This is an optimization exercise on Yosys and OpenROAD, whose aim is small area, not a production implementation.
In this exercise RTL edits were held to simulation tests only and were not proved equivalent to the original.
The flow treats the clock pin as an ideal source. Dropping or thinning the clock tree relies on that and would not hold on a real chip.

try-pepper:
## data_checker
module data_checker
(
    input clock, resetn,
    output reg[19:0] ERRORS,
    output reg[ 9:0] SECONDS,
    input[255:0] AXIS_TDATA,
    input        AXIS_TVALID
);
Size in the first run: ~290 I/O pins, about 2500 um^2 of cells after synthesis.
export LEC_CHECK = 0
export CAP_MARGIN = 20
export CORE_MARGIN = 2
export CORE_UTILIZATION = 40
export SLEW_MARGIN = 20
create_clock -name core_clock -period 3.5 [get_ports {clock}]
standard.sh (not shown) runs the stock make flow with config.mk's settings and CLKGATE_MAP_FILE= SYNTH_SCRIPT=/design/flow/synth_recipe.tcl, a recipe that flattens the netlist after the stock synthesis.
==> flow/flow/run.sh <==
#!/bin/bash
# Standard ORFS layout with these changes:
#  - after the standard synthesis, flow/remap.py replaces its combinational logic with a
#    hand-mapped netlist of the same function (the flip-flops are kept as synthesis made them);
#  - the port buffers are the smallest buffer (buf_1) rather than buffer_ports' default cell;
#  - after CTS, flow/clock_tree.tcl replaces the clock tree with four buffers driven from the
#    clock port, one per cluster of flip-flops (the rest of the CTS step is kept).
set -euo pipefail
export BUFFER_PORTS_ARGS="-buffer_cell sky130_fd_sc_hd__buf_1"
export CTS_ARGS="-sink_clustering_enable -repair_clock_nets -buf_list sky130_fd_sc_hd__clkbuf_8 -root_buf sky130_fd_sc_hd__clkbuf_8 -sink_clustering_size 40 -sink_clustering_max_diameter 500 -dont_use_dummy_load"
RES="$(pwd)/orfs/results/sky130hd/data_checker/base"
bash standard.sh "$RES/1_2_yosys.v" > standard_synth.log 2>&1
cp "$RES/1_2_yosys.v" standard_1_2_yosys.v
python3 flow/remap.py standard_1_2_yosys.v "$RES/1_2_yosys.v" > remap.log 2>&1
bash standard.sh "$RES/4_1_cts.odb" > standard_to_cts.log 2>&1
cp "$RES/4_1_cts.odb" cts_standard.odb
IN_ODB=cts_standard.odb IN_SDC="$RES/4_cts.sdc" OUT_ODB="$RES/4_1_cts.odb" \
  PLATFORM_DIR="$FLOW_HOME/platforms/$FLOW_PLATFORM" NBUF=4 SLEW_TARGET=0.105 \
  openroad -no_init -exit flow/clock_tree.tcl > clock_tree.log 2>&1
bash standard.sh finish > standard_finish.log 2>&1
==> flow/flow/remap.py <==
#!/usr/bin/env python3
"""Replace the combinational logic of the standard synthesis netlist of data_checker with a
hand-mapped sky130hd netlist of the same function. The flip-flops (instance names, cell types,
Q nets) are kept exactly as the standard synthesis made them; only their D inputs are rewired.

usage: remap.py STANDARD_NETLIST OUT_NETLIST
"""
import re
import sys

src = open(sys.argv[1]).read()

# ---- flip-flops of the standard synthesis ----------------------------------------------------
FF = re.compile(r"(sky130_fd_sc_hd__df\w+)\s+(\\\S+\s|\S+)\s*\(\s*\.CLK\(clock\),\s*"
                r"\.D\(([^)]*)\),\s*\.Q\(([^)]*)\)\s*\);")
flops = {}
for cell, name, d, q in FF.findall(src):
    key = q.strip().lstrip("\\").strip()
    flops[key] = (cell, name.strip(), q.strip())
want = ([f"ERRORS[{i}]" for i in range(20)] + [f"SECONDS[{i}]" for i in range(10)]
        + [f"second_timer[{i}]" for i in range(10)])
assert sorted(flops) == sorted(want), sorted(flops)
n_cells = len(re.findall(r"^\s*sky130_fd_sc_hd__\w+\s", src, re.M))
assert len(re.findall(r"sky130_fd_sc_hd__df", src)) == 40

# ---- netlist builder -------------------------------------------------------------------------
cells = []
wires = []
count = [0]

OUTPIN = {"xor2": "X", "and2": "X", "and3": "X", "and4": "X", "ha": None}


def gate(kind, **pins):
    """Instantiate sky130_fd_sc_hd__<kind>_1 with input pins; return its output net."""
    count[0] += 1
    n = count[0]
    out = f"n{n}"
    wires.append(out)
    base = kind.split("_")[0]
    opin = "X" if base.startswith(("and", "or", "xor", "buf")) else "Y"
    conns = ", ".join(f".{p}({v})" for p, v in pins.items())
    cell = kind if re.search(r"_\d+$", kind) else kind + "_1"
    cells.append(f"  sky130_fd_sc_hd__{cell} g{n} ({conns}, .{opin}({out}));")
    return out


def qnet(reg, i):
    q = flops[f"{reg}[{i}]"][2]
    return q + " " if q.startswith("\\") else q


D = {}

# ---- reset: one inverter for ERRORS, one for SECONDS and the timer -------------------------------
rst_e = gate("inv_2", A="resetn")
rst_s = gate("inv_2", A="resetn")

# ---- lane comparison ---------------------------------------------------------------------------
# For each bit position, the 16 lanes agree iff the bits are all 0 or all 1.
ne = []
for i in range(16):
    z, a = [], []
    for g in range(4):
        xs = {p: f"AXIS_TDATA[{16 * (4 * g + j) + i}]" for j, p in enumerate("ABCD")}
        z.append(gate("nor4", **xs))   # group all 0
        a.append(gate("nand4", **xs))  # group not all 1
    all1 = gate("nor4", A=a[0], B=a[1], C=a[2], D=a[3])
    ne.append(gate("a41oi", A1=z[0], A2=z[1], A3=z[2], A4=z[3], B1=all1))  # bit i differs
y = [gate("nor4", A=ne[4 * j], B=ne[4 * j + 1], C=ne[4 * j + 2], D=ne[4 * j + 3]) for j in range(4)]
any_diff = gate("nand4", A=y[0], B=y[1], C=y[2], D=y[3])
enb = gate("nand2", A="AXIS_TVALID", B=any_diff)  # not an error beat


def ripple(reg, bits, carry, rst):
    """Counter bits whose increment ripples from carry = ('pos'|'neg', net)."""
    pol, net = carry
    for k, i in enumerate(bits):
        q = qnet(reg, i)
        x = gate("xor2", A=q, B=net) if pol == "neg" else gate("xnor2", A=q, B=net)
        D[(reg, i)] = gate("nor2", A=rst, B=x)  # !rst & (q ^ carry)
        if k + 1 < len(bits):
            if pol == "neg":
                pol, net = "pos", gate("nor2b", A=net, B_N=q)
            else:
                pol, net = "neg", gate("nand2", A=q, B=net)


# ---- ERRORS: two ripple blocks, bits 0..9 and 10..19; the second block's carry-in is
# valid & any_diff & (bits 0..9 all 1) -------------------------------------------------------------
E = [qnet("ERRORS", i) for i in range(20)]
ripple("ERRORS", range(0, 10), ("neg", enb), rst_e)
low_all1 = gate("nor3", A=gate("nand4", A=E[0], B=E[1], C=E[2], D=E[3]),
                B=gate("nand4", A=E[4], B=E[5], C=E[6], D=E[7]), C=gate("nand2", A=E[8], B=E[9]))
ripple("ERRORS", range(10, 20), ("neg", gate("nand3", A="AXIS_TVALID", B=any_diff, C=low_all1)), rst_e)

# ---- interval timer (see the RTL) ---------------------------------------------------------------
r = [qnet("second_timer", i) for i in range(10)]
TIMER_START = 1014 ^ 0b0101010101
# clr = reset or tick = !(resetn & (r0|r2|r4|r6 | r8 | !(r1&r5&r7)))
clr = gate("o31ai", A1=gate("or4", A=r[0], B=r[2], C=r[4], D=r[6]), A2=r[8],
           A3=gate("nand3", A=r[1], B=r[5], C=r[7]), B1="resetn")
clrb = gate("inv", A=clr)
fbx = gate("xor2", A=r[9], B=r[2])
for i in range(10):
    prev = fbx if i == 0 else r[i - 1]   # next value when not cleared: !prev
    if (TIMER_START >> i) & 1:
        D[("second_timer", i)] = gate("nand2", A=clrb, B=prev)
    else:
        D[("second_timer", i)] = gate("nor2", A=clr, B=prev)

# ---- SECONDS: ripple from tick (clr equals tick whenever reset is not asserted) ---------------
ripple("SECONDS", range(10), ("neg", clrb), rst_s)

# ---- write -------------------------------------------------------------------------------------
out = ["module data_checker(clock, resetn, ERRORS, SECONDS, AXIS_TDATA, AXIS_TVALID);",
       "  input clock;", "  input resetn;", "  output [19:0] ERRORS;", "  output [9:0] SECONDS;",
       "  input [255:0] AXIS_TDATA;", "  input AXIS_TVALID;",
       "  wire clock;", "  wire resetn;", "  wire [19:0] ERRORS;", "  wire [9:0] SECONDS;",
       "  wire [255:0] AXIS_TDATA;", "  wire AXIS_TVALID;"]
for i in range(10):
    out.append(f"  wire {flops[f'second_timer[{i}]'][2]} ;")
out += [f"  wire {w};" for w in wires]
out += cells
for key in want:
    cell, name, q = flops[key]
    reg, i = key[:-1].split("[")
    out.append(f"  {cell} {name} ( .CLK(clock), .D({D[(reg, int(i))]}), .Q({q} ) );")
out.append("endmodule")
open(sys.argv[2], "w").write("\n".join(out) + "\n")
print(f"remap: {n_cells} cells in the standard netlist, {len(cells) + 40} in the new one")
Other scripts of this flow, unchanged in this note and not shown: flow/flow/clock_tree.tcl
try-pepper: full flow OK, the timing, design-rule and antenna checks passed
Inputs modified between try-pepper and try-maple:
- CORE_UTILIZATION changed from 40 to 65
-- flow/flow/remap.py --
<<< try-pepper, line 40
    base = kind.split("_")[0]
    opin = "X" if base.startswith(("and", "or", "xor", "buf")) else "Y"
>>> try-maple, line 40
    opin = "X" if kind.split("_")[0] in ("xor2", "and2", "and3", "and4", "or2") else "Y"
<<< try-pepper, line 73
>>> try-maple, line 72
en = gate("inv", A=enb)
<<< try-pepper, line 89
# ---- ERRORS: two ripple blocks, bits 0..9 and 10..19; the second block's carry-in is
# valid & any_diff & (bits 0..9 all 1) -------------------------------------------------------------
>>> try-maple, line 89
# ---- ERRORS: ripple blocks; each block's carry-in is en & (all lower bits 1) -------------------
<<< try-pepper, line 92
ripple("ERRORS", range(0, 10), ("neg", enb), rst_e)
low_all1 = gate("nor3", A=gate("nand4", A=E[0], B=E[1], C=E[2], D=E[3]),
                B=gate("nand4", A=E[4], B=E[5], C=E[6], D=E[7]), C=gate("nand2", A=E[8], B=E[9]))
ripple("ERRORS", range(10, 20), ("neg", gate("nand3", A="AXIS_TVALID", B=any_diff, C=low_all1)), rst_e)
>>> try-maple, line 91
BLOCKS = [6, 7, 7]


def nands(bits):
    """NAND gates over groups of at most 4 of bits: the bits are all 1 iff every output is 0."""
    out = []
    for j in range(0, len(bits), 4):
        grp = bits[j:j + 4]
        if len(grp) == 1:
            out.append(gate("inv", A=grp[0]))
        else:
            kind = {2: "nand2", 3: "nand3", 4: "nand4"}[len(grp)]
            out.append(gate(kind, **dict(zip("ABCD", grp))))
    return out


start = 0
G = None  # all ERRORS bits below start are 1
for b, size in enumerate(BLOCKS):
    bits = list(range(start, start + size))
    if G is None:
        cin = ("neg", enb)
    else:
        cin = ("neg", gate("nand2", A=en, B=G))
    ripple("ERRORS", bits, cin, rst_e)
    if b + 1 < len(BLOCKS):
        hs = nands([E[i] for i in bits])
        if G is None:
            assert len(hs) == 2
            G = gate("nor2", A=hs[0], B=hs[1])
        elif len(hs) == 1:
            G = gate("nor2b", A=hs[0], B_N=G)
        else:
            G = gate("nor3b", A=hs[0], B=hs[1], C_N=G)
    start += size
assert start == 20
<<< try-pepper, line 100
# clr = reset or tick = !(resetn & (r0|r2|r4|r6 | r8 | !(r1&r5&r7)))
clr = gate("o31ai", A1=gate("or4", A=r[0], B=r[2], C=r[4], D=r[6]), A2=r[8],
           A3=gate("nand3", A=r[1], B=r[5], C=r[7]), B1="resetn")
clrb = gate("inv", A=clr)
>>> try-maple, line 131
g1 = gate("nor4", A=r[0], B=r[2], C=r[4], D=r[6])
h = gate("nand3", A=r[1], B=r[5], C=r[7])
tick = gate("nor3b", A=r[8], B=h, C_N=g1)
clrb = gate("nor2", A=rst_s, B=tick)
clr = gate("inv", A=clrb)
==> results.txt <==
On try-maple: die boundary height is about 20% lower than what try-pepper gave.
try-maple: PPL-0024 in 3_2_place_iop -> run aborted
From try-pepper to try-maple the numbers moved as follows: number of cell rows shows a reduction of 6, net count after synthesis shows an increase of about 0.7%, die outline width shows a reduction of 20%, synthesized cell count shows an increase of 4, initial standard-cell utilization of the core shows an increase of 26 points.
Netlist area before placement grows slightly when moving from try-pepper to try-maple.
The following lists how try-violet was set up differently from try-maple:
- a change of CORE_UTILIZATION from 65 to 40
==> comparison <==
The flow did not stop early for try-violet: all stages ran, and the layout cleared the timing, design-rule and antenna checks. Summary of try-violet over try-maple: synthesized netlist net count neither gained nor lost much, average size of a mapped cell saw little to no change. Summary of try-violet over try-maple: mapped cell area was more or less identical, initial core utilization went down by 26 points, synthesized cell count was more or less identical. From try-maple to try-violet the numbers moved as follows: site row count grew by 6; vertical extent of the die grew by about 26%; overall die width now sits higher.
### try-violet -> try-indigo
-- flow/flow/remap.py --
<<< try-violet, line 72
en = gate("inv", A=enb)
>>> try-indigo, line 72
<<< try-violet, line 89
# ---- ERRORS: ripple blocks; each block's carry-in is en & (all lower bits 1) -------------------
>>> try-indigo, line 88
# ---- ERRORS: two ripple blocks, bits 0..8 and 9..19; the second block's carry-in is
# valid & any_diff & (bits 0..8 all 1) --------------------------------------------------------------
<<< try-violet, line 91
BLOCKS = [6, 7, 7]


def nands(bits):
    """NAND gates over groups of at most 4 of bits: the bits are all 1 iff every output is 0."""
    out = []
    for j in range(0, len(bits), 4):
        grp = bits[j:j + 4]
        if len(grp) == 1:
            out.append(gate("inv", A=grp[0]))
        else:
            kind = {2: "nand2", 3: "nand3", 4: "nand4"}[len(grp)]
            out.append(gate(kind, **dict(zip("ABCD", grp))))
    return out


start = 0
G = None  # all ERRORS bits below start are 1
for b, size in enumerate(BLOCKS):
    bits = list(range(start, start + size))
    if G is None:
        cin = ("neg", enb)
    else:
        cin = ("neg", gate("nand2", A=en, B=G))
    ripple("ERRORS", bits, cin, rst_e)
    if b + 1 < len(BLOCKS):
        hs = nands([E[i] for i in bits])
        if G is None:
            assert len(hs) == 2
            G = gate("nor2", A=hs[0], B=hs[1])
        elif len(hs) == 1:
            G = gate("nor2b", A=hs[0], B_N=G)
        else:
            G = gate("nor3b", A=hs[0], B=hs[1], C_N=G)
    start += size
assert start == 20
>>> try-indigo, line 91
ripple("ERRORS", range(0, 9), ("neg", enb), rst_e)
low_all1 = gate("nor3b", A=gate("nand4", A=E[0], B=E[1], C=E[2], D=E[3]),
                B=gate("nand4", A=E[4], B=E[5], C=E[6], D=E[7]), C_N=E[8])
ripple("ERRORS", range(9, 20), ("neg", gate("nand3", A="AXIS_TVALID", B=any_diff, C=low_all1)), rst_e)
## What came out
Comparing try-violet and try-indigo, met3 global-route usage is lower on try-violet. Going from try-violet to try-indigo, post-route non-filler standard cell count has decreased, overall fraction of global-route tracks in use fell 0.90 points.
In try-pepper, try-violet and try-indigo the design's own scripts or RTL, not TritonCTS, make the clock network.

afterwards: timing with drivers on the ports:
How much do the figures lean on ideal ports? The routed layouts below were timed once more, with nothing changed but the port constraints. Step 1 assumes that a clkbuf_16 drives the clock port and a buf_2 every other input. Step 2 times the ports against the registers' clock, not the clock port: input delays grow and output delays shrink by t, the midpoint of the rising clock arrivals with the driver on. Three values: no drivers, after step 1, after step 2; two values: the first two.
run	t, ns	setup slack, ns	worst setup path at the end	latest minus earliest clock arrival (ns)	worst register clock-pin slew, ns
try-pepper	0.198	0.247 / 0.277 / 0.080	input to register	0.027 / 0.027	0.10 / 0.10
try-violet	0.191	0.520 / 0.540 / 0.349	input to register	0.012 / 0.012	0.08 / 0.08
try-indigo	0.192	0.283 / 0.289 / 0.097	input to register	0.014 / 0.014	0.10 / 0.10
After both steps setup and hold are still met in every run listed. For try-indigo, which loses most, drivers alone change the setup slack by +0.006 ns; drivers and shift together by -0.186 ns.
